This design comes from an exercise in tuning for small area and a short achievable clock period on the open sky130 flow, not from production work. No run shown here included a check of the RTL's function; only the layout flow was run. Power figures rest on the tool's default switching activity, not on a simulated workload.

$ cat design.v
module CPU_EEPROM(clk, reset, PC, Data, Out, carry, parity, sign, zero);
input clk, reset;
output reg [12:0] PC;
input [7:0] Data;
output reg [7:0] Out;
output reg carry;
output parity;
output sign;
output zero;
reg        update;
reg [7:0]  A, B, C;
reg [5:0]  op2;           
reg [3:0]  SP;
reg [12:0] stk [15:0];
reg fa;                   
reg p_s, s_s, z_s;        
wire p_a = ~^A;
wire s_a = A[7];
wire z_a = ~|A;
assign parity = fa ? p_a : p_s;
assign sign   = fa ? s_a : s_s;
assign zero   = fa ? z_a : z_s;
wire [12:0] PC1 = PC + 1'b1;
wire [3:0]  SPp = SP + 1'b1;
wire [3:0]  SPm = SP - 1'b1;
wire [12:0] top = stk[SPp];
wire [12:0] BC  = {B[4:0], C};
wire [7:0] D = Data;
wire d_lo = (D[7:6] == 2'b00);
reg a_we;         
reg [2:0] a_sel;  
reg [1:0] m_sel;  
reg y_c;          
reg x_usey, x_inv, x_cin;
reg f_arith;      
reg f_logic;      
reg f_clr;        
reg f_keep;       
reg a_pop;        
reg a_clr;
reg b_we, c_we;
reg [2:0] b_sel;  
reg [2:0] c_sel;  
reg out_we;
reg jmp;          
reg ret;          
reg push;         
reg wr;           
reg pop;          
reg two;          
reg pc_hold;      
reg pc_inc2;      
always @* begin
	a_we = 0; a_sel = 0; m_sel = 0; y_c = 0; x_usey = 0; x_inv = 0; x_cin = 0;
	f_arith = 0; f_logic = 0; f_clr = 0; f_keep = 0; a_pop = 0; a_clr = 0;
	b_we = 0; c_we = 0; b_sel = 0; c_sel = 0; out_we = 0;
	jmp = 0; ret = 0; push = 0; wr = 0; pop = 0; two = 0; pc_hold = 0; pc_inc2 = 0;
	if (update) begin
		case (op2)
		6'h02: begin a_we=1; a_sel=0; x_usey=1; f_arith=1; wr=1; pc_hold=1; end
		6'h05: begin a_we=1; a_sel=0; x_usey=1; x_inv=1; x_cin=1; f_logic=1; wr=1; pc_hold=1; end
		6'h08: begin a_we=1; a_sel=1; f_logic=1; wr=1; pc_hold=1; end
		6'h0B: begin a_we=1; a_sel=2; f_logic=1; wr=1; pc_hold=1; end
		6'h0E: begin a_we=1; a_sel=3; f_logic=1; wr=1; pc_hold=1; end
		6'h2B: begin a_we=1; a_sel=0; x_usey=1; f_arith=1; pc_inc2=1; end
		6'h2C: begin a_we=1; a_sel=0; x_usey=1; x_inv=1; x_cin=1; f_logic=1; pc_inc2=1; end
		6'h2D: begin a_we=1; a_sel=1; f_logic=1; pc_inc2=1; end
		6'h2E: begin a_we=1; a_sel=2; f_logic=1; pc_inc2=1; end
		6'h2F: begin a_we=1; a_sel=3; f_logic=1; pc_inc2=1; end
		6'h34: begin a_we=1; a_sel=4; f_logic=1; pc_inc2=1; end
		6'h35: begin b_we=1; b_sel=5; pc_inc2=1; end
		6'h36: begin c_we=1; c_sel=5; pc_inc2=1; end
		default: ;
		endcase
	end else if (d_lo) begin
		case (D[5:0])
		6'h00: begin a_we=1; a_sel=0; x_usey=1; f_arith=1; end
		6'h01: begin a_we=1; a_sel=0; x_usey=1; y_c=1; f_arith=1; end
		6'h03: begin a_we=1; a_sel=0; x_usey=1; x_inv=1; x_cin=1; f_logic=1; end
		6'h04: begin a_we=1; a_sel=0; x_usey=1; y_c=1; x_inv=1; x_cin=1; f_logic=1; end
		6'h06: begin a_we=1; a_sel=1; f_logic=1; end
		6'h07: begin a_we=1; a_sel=1; y_c=1; f_logic=1; end
		6'h09: begin a_we=1; a_sel=2; f_logic=1; end
		6'h0A: begin a_we=1; a_sel=2; y_c=1; f_logic=1; end
		6'h0C: begin a_we=1; a_sel=3; f_logic=1; end
		6'h0D: begin a_we=1; a_sel=3; y_c=1; f_logic=1; end
		6'h02, 6'h05, 6'h08, 6'h0B, 6'h0E,
		6'h2B, 6'h2C, 6'h2D, 6'h2E, 6'h2F,
		6'h34, 6'h35, 6'h36: two = 1;
		6'h0F: jmp = 1;
		6'h10: jmp = carry;
		6'h11: jmp = parity;
		6'h12: jmp = sign;
		6'h13: jmp = zero;
		6'h14: begin jmp = 1; push = 1; end
		6'h15: begin jmp = carry;  push = carry;  end
		6'h16: begin jmp = parity; push = parity; end
		6'h17: begin jmp = sign;   push = sign;   end
		6'h18: begin jmp = zero;   push = zero;   end
		6'h19: begin ret = 1; pop = 1; end
		6'h1A: begin a_we=1; a_sel=5; m_sel=0; f_logic=1; end
		6'h1B: begin a_we=1; a_sel=5; m_sel=1; f_logic=1; end
		6'h1C: out_we = 1;
		6'h1D: begin a_we=1; a_sel=0; x_cin=1; f_arith=1; end
		6'h1E: begin b_we=1; b_sel=0; end
		6'h1F: begin c_we=1; c_sel=0; end
		6'h20: begin a_we=1; a_sel=0; x_inv=1; f_logic=1; end
		6'h21: begin b_we=1; b_sel=1; end
		6'h22: begin c_we=1; c_sel=1; end
		6'h23: begin a_we=1; a_clr=1; f_clr=1; end
		6'h24: begin b_we=1; b_sel=2; end
		6'h25: begin c_we=1; c_sel=2; end
		6'h26: begin a_we=1; a_sel=5; m_sel=2; f_logic=1; end
		6'h27: begin b_we=1; b_sel=3; end
		6'h28: begin c_we=1; c_sel=3; end
		6'h30: begin a_we=1; a_sel=4; f_logic=1; end
		6'h31: begin b_we=1; b_sel=4; end
		6'h32: begin c_we=1; c_sel=4; end
		6'h33: begin a_we=1; a_sel=4; y_c=1; f_logic=1; end
		6'h37: push = 1;
		6'h38: begin a_we=1; a_pop=1; f_keep=1; pop=1; end
		6'h3A: begin a_we=1; a_sel=4; f_keep=1; b_we=1; b_sel=6; wr=1; end
		6'h3B: begin a_we=1; a_sel=4; y_c=1; f_keep=1; c_we=1; c_sel=6; wr=1; end
		6'h3C: begin b_we=1; b_sel=4; c_we=1; c_sel=4; wr=1; end
		6'h3D: begin a_we=1; a_sel=5; m_sel=3; f_keep=1; end
		6'h3E: begin b_we=1; b_sel=7; end
		6'h3F: begin c_we=1; c_sel=7; end
		default: ;
		endcase
	end
end
wire halt = ~update & (Data == 8'hFF);
wire [7:0] Y = update ? Data : (y_c ? C : B);
wire [7:0] X = ({8{x_usey}} & Y) ^ {8{x_inv}};
wire [8:0] sum = {1'b0, A} + {1'b0, X} + {8'd0, x_cin};
reg [7:0] misc;
always @* begin
	case (m_sel)
	2'd0: misc = {A[6:0], A[7]};
	2'd1: misc = {A[0], A[7:1]};
	2'd2: misc = ~A;
	default: misc = {A[3:0], A[7:4]};
	endcase
end
reg [7:0] alu;
always @* begin
	case (a_sel)
	3'd0: alu = sum[7:0];
	3'd1: alu = A | Y;
	3'd2: alu = A & Y;
	3'd3: alu = A ^ Y;
	3'd4: alu = Y;
	default: alu = misc;
	endcase
end
wire [7:0] A_n = a_clr ? 8'd0 : a_pop ? top[7:0] : alu;
reg [7:0] B_n, C_n;
always @* begin
	case (b_sel)
	3'd0: B_n = B + 1'b1;
	3'd1: B_n = B - 1'b1;
	3'd2: B_n = 8'd0;
	3'd3: B_n = ~B;
	3'd4: B_n = C;
	3'd5: B_n = Data;
	3'd6: B_n = A;
	default: B_n = {B[3:0], B[7:4]};
	endcase
	case (c_sel)
	3'd0: C_n = C + 1'b1;
	3'd1: C_n = C - 1'b1;
	3'd2: C_n = 8'd0;
	3'd3: C_n = ~C;
	3'd4: C_n = B;
	3'd5: C_n = Data;
	3'd6: C_n = A;
	default: C_n = {C[3:0], C[7:4]};
	endcase
end
wire [12:0] wd = update ? PC :
                 ~D[5] ? PC1 :
                 (D[2] & ~D[1]) ? {5'd0, B} : {5'd0, A};
wire we = push | wr;
always @(posedge clk) begin
	if (reset && we)
		stk[SP] <= wd;
end
always @(posedge clk) begin
	if (!reset) begin
		update <= 0;
		A <= 0; B <= 0; C <= 0; Out <= 0;
		carry <= 0; fa <= 0; p_s <= 0; s_s <= 0; z_s <= 0;
		PC <= 0;
		SP <= 4'b1111;
	end else begin
		update <= two;
		if (a_we) A <= A_n;
		if (b_we) B <= B_n;
		if (c_we) C <= C_n;
		if (out_we) Out <= A;
		if (f_arith) begin carry <= sum[8]; fa <= 1; end
		if (f_logic) begin carry <= 0; fa <= 1; end
		if (f_clr) begin carry <= 0; fa <= 0; p_s <= 0; s_s <= 0; z_s <= 0; end
		if (f_keep) begin fa <= 0; p_s <= parity; s_s <= sign; z_s <= zero; end
		if (push) SP <= SPm;
		else if (pop) SP <= SPp;
		if (halt | pc_hold) PC <= PC;
		else if (jmp) PC <= BC;
		else if (ret) PC <= top;
		else PC <= PC1;
	end
end
always @(posedge clk)
	op2 <= Data[5:0];
endmodule
$ cat run.sh
#!/bin/bash
# synth_recipe.tcl (not shown) runs the flow's synth.tcl, then flattens the netlist and writes it again
# the make line also repeats each setting of config.mk as NAME=value (left out here)
make -C /OpenROAD-flow-scripts/flow DESIGN_CONFIG=/design/flow/config.mk WORK_HOME=/design/flow/orfs CLKGATE_MAP_FILE= SYNTH_SCRIPT=/design/flow/synth_recipe.tcl finish
$ cat config.mk
export PLATFORM = sky130hd
export DESIGN_NAME = CPU_EEPROM
export DESIGN_NICKNAME = CPU_EEPROM
export VERILOG_FILES = /design/flow/design.v
export SDC_FILE = /design/flow/constraint.sdc
export NUM_CORES = 4
export LEC_CHECK = 0
export CAP_MARGIN = 20
export CORE_MARGIN = 2
export CORE_UTILIZATION = 40
export SLEW_MARGIN = 20
$ cat constraint.sdc
create_clock -name core_clock -period 7.5 [get_ports {clk}]
set_input_delay 1.5000 -clock core_clock [delete_from_list [all_inputs] [get_ports {clk}]]
set_output_delay 1.5000 -clock core_clock [all_outputs]
set_load 0.01 [all_outputs]
==> results of run 1 <==
==> worst min path at each step <==
stage,from,end,depth (start not counted)
floorplan,p_s,p_s,2
global placement,Out[1],Out[1],2
detailed placement,Out[5],Out[5],2
CTS,Out[5],Out[5],2
global route,Out[0],Out[0],2
finish,Out[7],Out[7],2
==> cell type report <==
class / instances / area (sq um) / area share, %
inverters: 35 / 131.4 / 0.7467
clock inverters: 25 / 412.9 / 2.347
flip-flops and latches: 274 / 7571 / 43.03
repair buffers: 66 / 565.5 / 3.214
clock buffers: 33 / 783.3 / 4.452
multi-input cells: 962 / 7482 / 42.53
well taps: 518 / 648.1 / 3.684
==> flip-flops by register name, indices dropped and copies added (netlist names), 4 cells and up, named ones only <==
register and count:
PC 13, SP 4, A 8, stk 208, C 8, Out 8
B 8
==> cells by family (layout without fill, tap and decap cells) <==
kind of cell / after synthesis / after routing / synth area share [%]
DFF: 274 / 274 / 48.63
adders and majority gates: 53 / 53 / 4.455
muxes: 109 / 109 / 12.09
buffers and inverters: 130 / 159 / 3.586
AOI/OAI and AO/OA: 373 / 373 / 16.73
xor gates and xnor gates: 44 / 44 / 2.477
and+or+nand+nor: 383 / 383 / 12.02
==> power groups by stage <==
stage	sequential [W]	combinational, W	clock [W]
after floorplan	0.00167	0.000158	0
after global placement	0.00168	0.000223	0
after detailed placement	0.00168	0.000225	0
after CTS	0.00165	0.000226	0.00180
after global routing	0.00165	0.000249	0.00186
final	0.00165	0.000231	0.00178
==> cells in the final DEF (no fill, tap or decap), drive strengths merged, types with 7 or more instances in the layout <==
cell type      Yosys  routed
inv               33      38
and2              10      10
xor2              13      13
a31oi             13      13
nand3             33      33
a21o              10      10
o211ai            15      15
and3              29      29
a221oi             8       8
mux4              62      62
nand2b            11      11
o22ai             10      10
clkdlybuf4s50      0      31
clkbuf            48      34
xnor2             31      31
clkinv             2      10
nor2b             18      18
a21oi             84      84
edfxtp           208     208
o221ai            24      24
buf               47      34
o31ai              9       9
mux2              12      12
dfxtp             66      66
bufinv             0      10
nand2            108     108
o32ai              7       7
a22oi             13      13
nand4              7       7
nor2              99      99
ha                49      49
nor3              32      32
a211oi            19      19
o21ai             92      92
mux2i             35      35
==> per-stage QoR <==
step / total power [W] / utilization (%)
after CTS: 0.003674 / 45.58
after floorplan: 0.001831 / -
final: 0.003659 / 45.63
after global placement: 0.001907 / 42.47
after global routing: 0.003762 / 45.63
after detailed placement: 0.001910 / 42.47
==> worst min-delay path, cell delays in order (launching register included) <==
cell and delay [ns]:
dfxtp_1 0.33, mux2i_1 0.07, nor2b_1 0.09
==> per-layer routing <==
metal / up-vias / global-route usage (%) / part of all wire (%)
met1: 5847 / 31.86 / 42
met2: 497 / 37.61 / 47
met5: - / 0 / 0.025
met3: 117 / 4.438 / 7.7
li1: 5305 / - / -
met4: 2 / 8.351 / 3.6
==> metrics.log, run 1 <==
[metrics] post-synthesis cell type count: 98
[metrics] Yosys top cell area share: 40.14%
[metrics] area of the mapped netlist: 15,560 sq um
[metrics] Crit Path Category: input port to flip-flop
[metrics] Resize count post-CTS: 0
[metrics] total grt overflow: 0
[metrics] Worst Hold Class: flip-flop to flip-flop
[metrics] final critical-path share of the clock period: 83.66%
[metrics] count of vias placed by the detailed router: 11,770
[metrics] synthesized area per cell: 11.39 sq um
[metrics] fraction of layout instances using a drive strength above 1: 14.84%
[metrics] fin crit period: 6.274 ns
[metrics] effective utilization at floorplan: 40.36%
[metrics] source of the critical timing path: Data[1]
[metrics] overall track demand over capacity in global routing: 23.43%
[metrics] worst slack at placement: 0.7867 ns
[metrics] endpoint of the worst-slack reg-to-reg timing path: A[6]
[metrics] final slew viol count: 0
[metrics] Setup-failing EPs final: 0
[metrics] number of buffers on the longest clock path: 3
[metrics] post-detailed-route via-to-cell ratio: 6.152
[metrics] Area contributors post-synth: edfxtp_1 (40%), mux4_2 (9.0%), dfxtp_1 (8.5%)
[metrics] instance count on the critical path: 19
[metrics] first-pass GRT wire length: 72.41 mm
[metrics] pin count of the biggest net entering global routing: 54
[metrics] hold violation total from the final report: 0
[metrics] Min Hold Slack: 0.5238 ns
[metrics] Pwr Density: 208.0 nW/um^2
[metrics] post-route non-filler standard cell count: 1,913
[metrics] crit path max-delay cell type: ha_1
[metrics] number of filler cells placed in the layout: 3,559
[metrics] post-route cell area: 17,590 sq um
[metrics] number of inserted diodes: 0
[metrics] result of the run: no timing/DRC/antenna violations
[metrics] wirelength, routed: 48.06 mm
[metrics] max capacitance violation total: 0
[metrics] most repeated cell in the gate-level netlist after synthesis: edfxtp_1
[metrics] Worst VDD drop: 0.0002699 V
[metrics] violation count after the first detailed-routing iteration: 1,060
[metrics] number of hold buffers added after cts: 0
[metrics] reported net switching power: 0.0008375 W
[metrics] sequential power share: 45.1%
[metrics] depth of the worst register-to-register path: 15
[metrics] Max stage delay on crit path: 0.64 ns
[metrics] cell chosen for the clock root: clkbuf_16
[metrics] reg2reg setup slack: 3.06 ns
[metrics] Seq/Total Area, Yosys: 48.63%
[metrics] internal power: 0.002822 W
[metrics] arrival time at the worst endpoint: 6.75 ns
[metrics] via count of the first global-routing pass: 11,460
[metrics] Warnings, synthesis: 1
[metrics] Cell Area, Placed: 16,380 sq um
[metrics] clock network latency to the later pin of the worst-skew pair: 0.61 ns
[metrics] count of input and output buffers: 34
[metrics] top cells by instance count after synthesis: edfxtp_1 (208), nand2_1 (108), nor2_1 (96)
[metrics] flop and latch count out of synthesis: 274
[metrics] CP Capture Point: A[6]
[metrics] Cell Chain, Critical Path: clkdlybuf4s50_1, inv_1, ha_1, mux2i_1, and2_1, o311ai_2, nor2_1, nor2_1, nand2_1, xnor2_1, fa_1, fa_1, a211oi_1, o21ai_0, a21o_1, nand3_1, a21oi_1, a2111oi_0, nor2_1
[metrics] clock net sink count: 274
[metrics] ys async rst share: 0%
[metrics] net count reported at finish: 1,433
[metrics] cell type with the highest aggregate area in the netlist: edfxtp_1
[metrics] unrepaired setup endpoints after global routing: no
[metrics] gp weighted congestion: 0.9451
[metrics] number of setup buffers added after CTS: 0
[metrics] number of iterations in the first detailed-routing pass: 5
[metrics] Residual DRC: 0
[metrics] CTS Buf Count: 31
[metrics] Worst slew margin: 26.66%
[metrics] clock network fraction of total power: 48.5%
[metrics] number of nets with antenna violations after routing: 0
[metrics] Main synth FF type: edfxtp_1
[metrics] htree depth: 1
[metrics] clock input transition at the sequential cells of the worst setup and hold paths: 0.06 ns
[metrics] Die Y-Extent: 201.2 um
[metrics] area grow syn2layout: 13.08%
[metrics] wire length per cell after detailed routing: 25.12 um
[metrics] sw frac: 22.89%
[metrics] final worst slack: 1.226 ns
[metrics] worst path required time: 7.98 ns
[metrics] count of buffer and inverter cells on the critical path: 2
[metrics] TritonCTS clock tree: yes
[metrics] number of synthesized flops with an enable pin: 208
[metrics] Fin Clk Skew: 0.03632 ns
[metrics] reg-to-reg critical path startpoint: update
[metrics] actual slew at the worst max-slew pin: 1.100 ns
[metrics] CORE AREA: 38,560 sq um
[metrics] synthesized net count: 1,429
[metrics] Critical Path Most Common Cell: nor2_1
[metrics] endpoint type of the worst setup path: flip-flop
[metrics] peak clock frequency supported by timing: 0.1594 GHz
[metrics] chip width: 201.2 um
[metrics] setup_tns: 0 ns
[metrics] number of antenna violations at the first check in global routing: 1
[metrics] cell count after synthesis: 1,366
[metrics] Top-Level Pins: 35
[metrics] crit start category: input port
[metrics] cell row count: 72
[metrics] HPWL reported at the end of detailed placement: 31.85 mm
[metrics] placed cells: 1,854
[metrics] crit-path max FO: 18
[metrics] part of the power in combinational logic: 6.3%
[metrics] cell type group with the largest total delay on the critical path: adder cells
[metrics] static leakage: 6.253 nW
[metrics] die area: 40,490 sq um
==> inputs of run 2 (changes only) <==
--- a/config.mk
+++ b/config.mk
@@ -5,7 +5,9 @@
 export SDC_FILE = /design/flow/constraint.sdc
 export NUM_CORES = 4
 export LEC_CHECK = 0
+export ABC_CLOCK_PERIOD_IN_PS = 3000
 export CAP_MARGIN = 20
 export CORE_MARGIN = 2
 export CORE_UTILIZATION = 40
+export SETUP_SLACK_MARGIN = 4.0
 export SLEW_MARGIN = 20
==> run 2 against run 1 <==
Still clean. Core utilization is 4.7 points higher. Combinational power increased by 24%. Design area increased by 10%. Worst hold slack got worse by 0.0093 ns. Clock skew about the same. Count of clock-buffer cells in the layout is 6 higher. Synthesized cell count unchanged. Clock power decreased by 16%. Sequential power about the same.
==> metrics.log, run 2 <==
[metrics] Top-Level Pins: 35
[metrics] die area: 40,490 sq um
[metrics] Warnings, synthesis: 1
[metrics] crit-path max FO: 4
[metrics] count of vias placed by the detailed router: 12,410
[metrics] number of synthesized flops with an enable pin: 208
[metrics] area of the mapped netlist: 15,560 sq um
[metrics] post-synthesis cell type count: 98
[metrics] most common cell after layout, fill and taps aside: edfxtp_1
[metrics] crit start category: input port
[metrics] endpoint type of the worst setup path: flip-flop
[metrics] TritonCTS clock tree: yes
[metrics] setup_tns: 0 ns
[metrics] violation count after the first detailed-routing iteration: 1,284
[metrics] overall track demand over capacity in global routing: 25.15%
[metrics] pin count of the biggest net entering global routing: 54
[metrics] cell count after synthesis: 1,366
[metrics] post-detailed-route via-to-cell ratio: 6.164
[metrics] top cells by instance count after synthesis: edfxtp_1 (208), nand2_1 (108), nor2_1 (96)
[metrics] count of input and output buffers: 34
[metrics] clock input transition at the sequential cells of the worst setup and hold paths: 0.07 ns
[metrics] CTS Buf Count: 30
[metrics] Worst slew margin: 32.73%
[metrics] max capacitance violation total: 0
[metrics] ys async rst share: 0%
[metrics] Worst Hold Class: flip-flop to flip-flop
[metrics] placed cells: 1,850
[metrics] number of flip-flops under the largest register name: 208
[metrics] Main synth FF type: edfxtp_1
[metrics] final critical-path share of the clock period: 57.87%
[metrics] result of the run: no timing/DRC/antenna violations
[metrics] CORE AREA: 38,560 sq um
[metrics] unrepaired setup endpoints after global routing: yes
[metrics] leading cell types in the layout, fill and taps excluded: edfxtp_1 (208), nand2_1 (102), buf_4 (94)
[metrics] clock net sink count: 274
[metrics] Seq/Total Area, Yosys: 48.63%
[metrics] cell chosen for the clock root: clkbuf_16
[metrics] number of buffers on the longest clock path: 3
[metrics] Pwr Density: 176.5 nW/um^2
[metrics] number of inserted diodes: 0
[metrics] Die Y-Extent: 201.2 um
[metrics] cell type with the highest aggregate area in the netlist: edfxtp_1
[metrics] Yosys top cell area share: 40.14%
[metrics] static leakage: 6.934 nW
[metrics] number of nets with antenna violations after routing: 0
[metrics] net count reported at finish: 1,535
[metrics] Crit Path Category: input port to flip-flop
[metrics] number of iterations in the first detailed-routing pass: 7
[metrics] actual slew at the worst max-slew pin: 1.004 ns
[metrics] htree depth: 1
[metrics] HPWL reported at the end of detailed placement: 32.83 mm
[metrics] effective utilization at floorplan: 40.36%
[metrics] largest reg by FF count: stk
[metrics] gp weighted congestion: 0.9354
[metrics] Setup-failing EPs final: 0
[metrics] hold violation total from the final report: 0
[metrics] number of antenna violations at the first check in global routing: 0
[metrics] post-route non-filler standard cell count: 2,013
[metrics] area grow syn2layout: 24.71%
[metrics] fraction of layout instances using a drive strength above 1: 29.43%
[metrics] Worst VDD drop: 0.0002150 V
[metrics] first-pass GRT wire length: 77.18 mm
[metrics] final slew viol count: 0
[metrics] number of hold buffers added after cts: 0
[metrics] Fin Clk Skew: 0.03632 ns
[metrics] chip width: 201.2 um
[metrics] cell row count: 72
[metrics] worst path required time: 7.98 ns
[metrics] synthesized area per cell: 11.39 sq um
[metrics] via count of the first global-routing pass: 11,980
[metrics] synthesized net count: 1,429
[metrics] Area contributors post-synth: edfxtp_1 (40%), mux4_2 (9.0%), dfxtp_1 (8.5%)
[metrics] arrival time at the worst endpoint: 4.82 ns
[metrics] clock network latency to the later pin of the worst-skew pair: 0.61 ns
[metrics] registers with the most flip-flops: stk (208), PC (13)
[metrics] peak clock frequency supported by timing: 0.2304 GHz
[metrics] flop and latch count out of synthesis: 274
[metrics] most repeated cell in the gate-level netlist after synthesis: edfxtp_1
[metrics] wirelength, routed: 52.00 mm
[metrics] wire length per cell after detailed routing: 25.83 um
[metrics] Residual DRC: 0
[metrics] fin crit period: 4.340 ns
[metrics] total grt overflow: 0
==> run 2: worst paths after layout <==
check,from,end,slack [ns],cells past startpoint
setup reg to reg,update,A[4],3.60,17
hold / removal,Out[6],Out[6],0.51,2
setup / recovery,Data[0],A[5],3.16,20
hold reg to reg,Out[6],Out[6],0.51,2
==> run 2: worst max-delay path: stages <==
cell	delay [ns]
buf_12	0.11
clkinvlp_4	0.10
buf_6	0.11
ha_4	0.14
mux2i_4	0.06
and2_4	0.18
o31a_1	0.33
buf_6	0.15
buf_4	0.13
o311a_4	0.38
nand2_4	0.10
xnor2_4	0.14
ha_4	0.24
a21oi_4	0.18
o2111ai_2	0.15
xor2_1	0.16
mux2_2	0.27
nand3_1	0.08
o211ai_1	0.09
a22o_1	0.21
==> run 2: area by class of cell <==
class,instances,area (sq um)
Sequential cell,274,7586
Inverter,35,175.2
Fill cell,3459,19150
Tap cell,518,648.1
Multi-Input combinational cell,962,8263
Clock buffer,39,794.5
Timing Repair Buffer,169,1747
Clock inverter,16,191.4
==> run 2: stage by stage <==
stage | power (W) | hold slack (ns) | utilization [%] | area [sq um] | setup WS [ns]
after global placement | 0.001919 | 0.4939 | 43.28 | 16690 | 1.415
after detailed placement | 0.001919 | 0.5078 | 43.28 | 16690 | 1.351
after global routing | 0.003525 | 0.5501 | 50.33 | 19400 | 3.043
after floorplan | 0.001848 | 0.4979 | - | 16040 | 2.761
final | 0.003426 | 0.5145 | 50.33 | 19400 | 3.160
after CTS | 0.003425 | 0.5226 | 49.00 | 18890 | 3.146
==> run 2: cells by family after synthesis <==
group / Yosys count / share of synthesized area, %
buffers and inverters: 130 / 3.586
AOI/OAI and AO/OA: 373 / 16.73
and+or+nand+nor: 383 / 12.02
DFF: 274 / 48.63
adders and majority gates: 53 / 4.455
xor gates and xnor gates: 44 / 2.477
muxes: 109 / 12.09
==> run 2: report_power, final <==
| group | switching [W] | internal, W |
|---|---|---|
| clock | 0.000634 | 0.000854 |
| sequential | 0.0000180 | 0.00163 |
| combinational | 0.000178 | 0.000109 |
==> run 2: per-layer routing <==
metal	wire length [um]	share of wire [%]	global-route usage, %
met5	0	0	0
met3	3567	6.9	4.082
met2	24570	47	40.86
met1	21820	42	34.43
met4	2041	3.9	8.430
==> run 2: repair_timing <==
action | in CTS | in global routing
endpoints found under the setup margin | 393 | 292
cloned | 1 | 0
endpoints found under the hold margin | 0 | 0
pin swaps | 62 | 41
buffers inserted | 83 | 24
gates resized for setup | 126 | 50
==> inputs of run 3 (changes only) <==
==> config.mk (replaced) <==
export PLATFORM = sky130hd
export DESIGN_NAME = CPU_EEPROM
export DESIGN_NICKNAME = CPU_EEPROM
export VERILOG_FILES = /design/flow/design.v
export SDC_FILE = /design/flow/constraint.sdc
export NUM_CORES = 4
export LEC_CHECK = 0
export ABC_CLOCK_PERIOD_IN_PS = 2500
export CAP_MARGIN = 20
export CORE_MARGIN = 2
export CORE_UTILIZATION = 65
export SETUP_SLACK_MARGIN = 4.5
export SLEW_MARGIN = 20
==> run 3 against run 2 <==
The flow now stops in global routing. Synthesized cell count is the same. Synthesized area is the same.
==> metrics.log, run 3 <==
[metrics] top cells by instance count after synthesis: edfxtp_1 (208), nand2_1 (108), nor2_1 (96)
[metrics] most repeated cell in the gate-level netlist after synthesis: edfxtp_1
[metrics] number of synthesized flops with an enable pin: 208
[metrics] gp weighted congestion: 0.9784
[metrics] flop and latch count out of synthesis: 274
[metrics] cell chosen for the clock root: clkbuf_16
[metrics] CTS Buf Count: 28
[metrics] category of the worst endpoint: register data pin
[metrics] pin count of the biggest net entering global routing: 57
[metrics] number of antenna violations at the first check in global routing: 10
[metrics] area of the mapped netlist: 15,560 sq um
[metrics] clock net sink count: 274
[metrics] Seq/Total Area, Yosys: 48.63%
[metrics] Yosys top cell area share: 40.14%
[metrics] Main synth FF type: edfxtp_1
[metrics] count of input and output buffers: 34
[metrics] HPWL reported at the end of detailed placement: 30.75 mm
[metrics] Warnings, synthesis: 1
[metrics] htree depth: 1
[metrics] first error in the log: [ERROR DPL-0033] detailed placement checks failed during check placement.
[metrics] cell row count: 56
[metrics] Top-Level Pins: 35
[metrics] number of buffers on the longest clock path: 3
[metrics] post-synthesis cell type count: 98
[metrics] Die Y-Extent: 158.7 um
[metrics] ys async rst share: 0%
[metrics] effective utilization at floorplan: 66.29%
[metrics] cell count after synthesis: 1,366
[metrics] Area contributors post-synth: edfxtp_1 (40%), mux4_2 (9.0%), dfxtp_1 (8.5%)
[metrics] cell type with the highest aggregate area in the netlist: edfxtp_1
[metrics] last step reached: global routing
[metrics] number of hold buffers added after cts: 0
[metrics] synthesized area per cell: 11.39 sq um
[metrics] end pin of the worst setup path after global-route repair: A[6]$_SDFFE_PN0P_/D
[metrics] synthesized net count: 1,429
[metrics] chip width: 158.7 um
[metrics] result of the run: stopped before the end
## run 3: cell families after synthesis
family | after synthesis | synth area share [%]
muxes | 109 | 12.09
adders and majority gates | 53 | 4.455
AOI/OAI and AO/OA | 373 | 16.73
and+or+nand+nor | 383 | 12.02
xor gates and xnor gates | 44 | 2.477
buffers and inverters | 130 | 3.586
DFF | 274 | 48.63
## run 3: power by group through the flow
| stage | logic (W) | registers (W) | clock network [W] |
|---|---|---|---|
| 2_1_floorplan | 0.000182 | 0.00167 | 0 |
| 3_3_place_gp | 0.000233 | 0.00168 | 0 |
| 3_5_place_dp | 0.000236 | 0.00168 | 0 |
| 4_1_cts | 0.000303 | 0.00165 | 0.00141 |
## run 3: repair_timing
| action | in CTS |
|---|---|
| setup buffers | 144 |
| resized for setup | 284 |
| pin swaps | 94 |
| gates cloned | 12 |
| setup endpoints to repair | 427 |
## run 3: per-stage QoR
step           worst slack [ns]  cells  total power, W  util [%]  area [sq um]
4_1_cts                   3.270   1851        0.003361     85.02         19960
3_3_place_gp              1.436   1643        0.001916     70.36         16520
3_5_place_dp              1.328   1644        0.001918     70.38         16520
2_1_floorplan             2.761   1366        0.001855         -         16240
## run 3: how the worst max path moves through the flow
stage / start / to / slack (ns) / cells past startpoint
after detailed placement: Data[0] / A[6] / 1.33 / 19
after floorplan: Data[7] / A[6] / 2.76 / 18
after global placement: Data[1] / A[6] / 1.44 / 15
after CTS: Data[0] / A[6] / 3.27 / 19

-- separate check: timing with driven ports --
In the flow no input, the clock included, has a driving cell. The finished layouts below were timed again as built, in two steps.
Step 1 (the two cells are an assumption about what drives the block):
set clk [get_ports {clk}]
set_driving_cell -lib_cell sky130_fd_sc_hd__clkbuf_16 $clk
set_driving_cell -lib_cell sky130_fd_sc_hd__buf_2 [delete_from_list [all_inputs] $clk]
Step 2 adds t to the input delays and takes it off the output delays; t is the mean of the earliest and latest rising clock arrival at the registers after step 1. Input paths then give back, and output paths get back, about the clock's delay inside the block.
a / b / c = no drivers / after step 1 / after step 2; a / b = the first two.
run	shift t [ns]	setup WS [ns]	hold WS [ns]	latest minus earliest clock arrival (ns)
run 1	0.639	1.226 / 1.250 / 0.611	0.524 / 0.524 / 0.524	0.036 / 0.036
run 2	0.638	3.160 / 3.164 / 2.526	0.515 / 0.515 / 0.515	0.042 / 0.042
After both steps setup and hold are still met in every run listed. The setup slack of run 2, which loses most, moves by +0.004 ns with the drivers and by -0.634 ns with both steps.
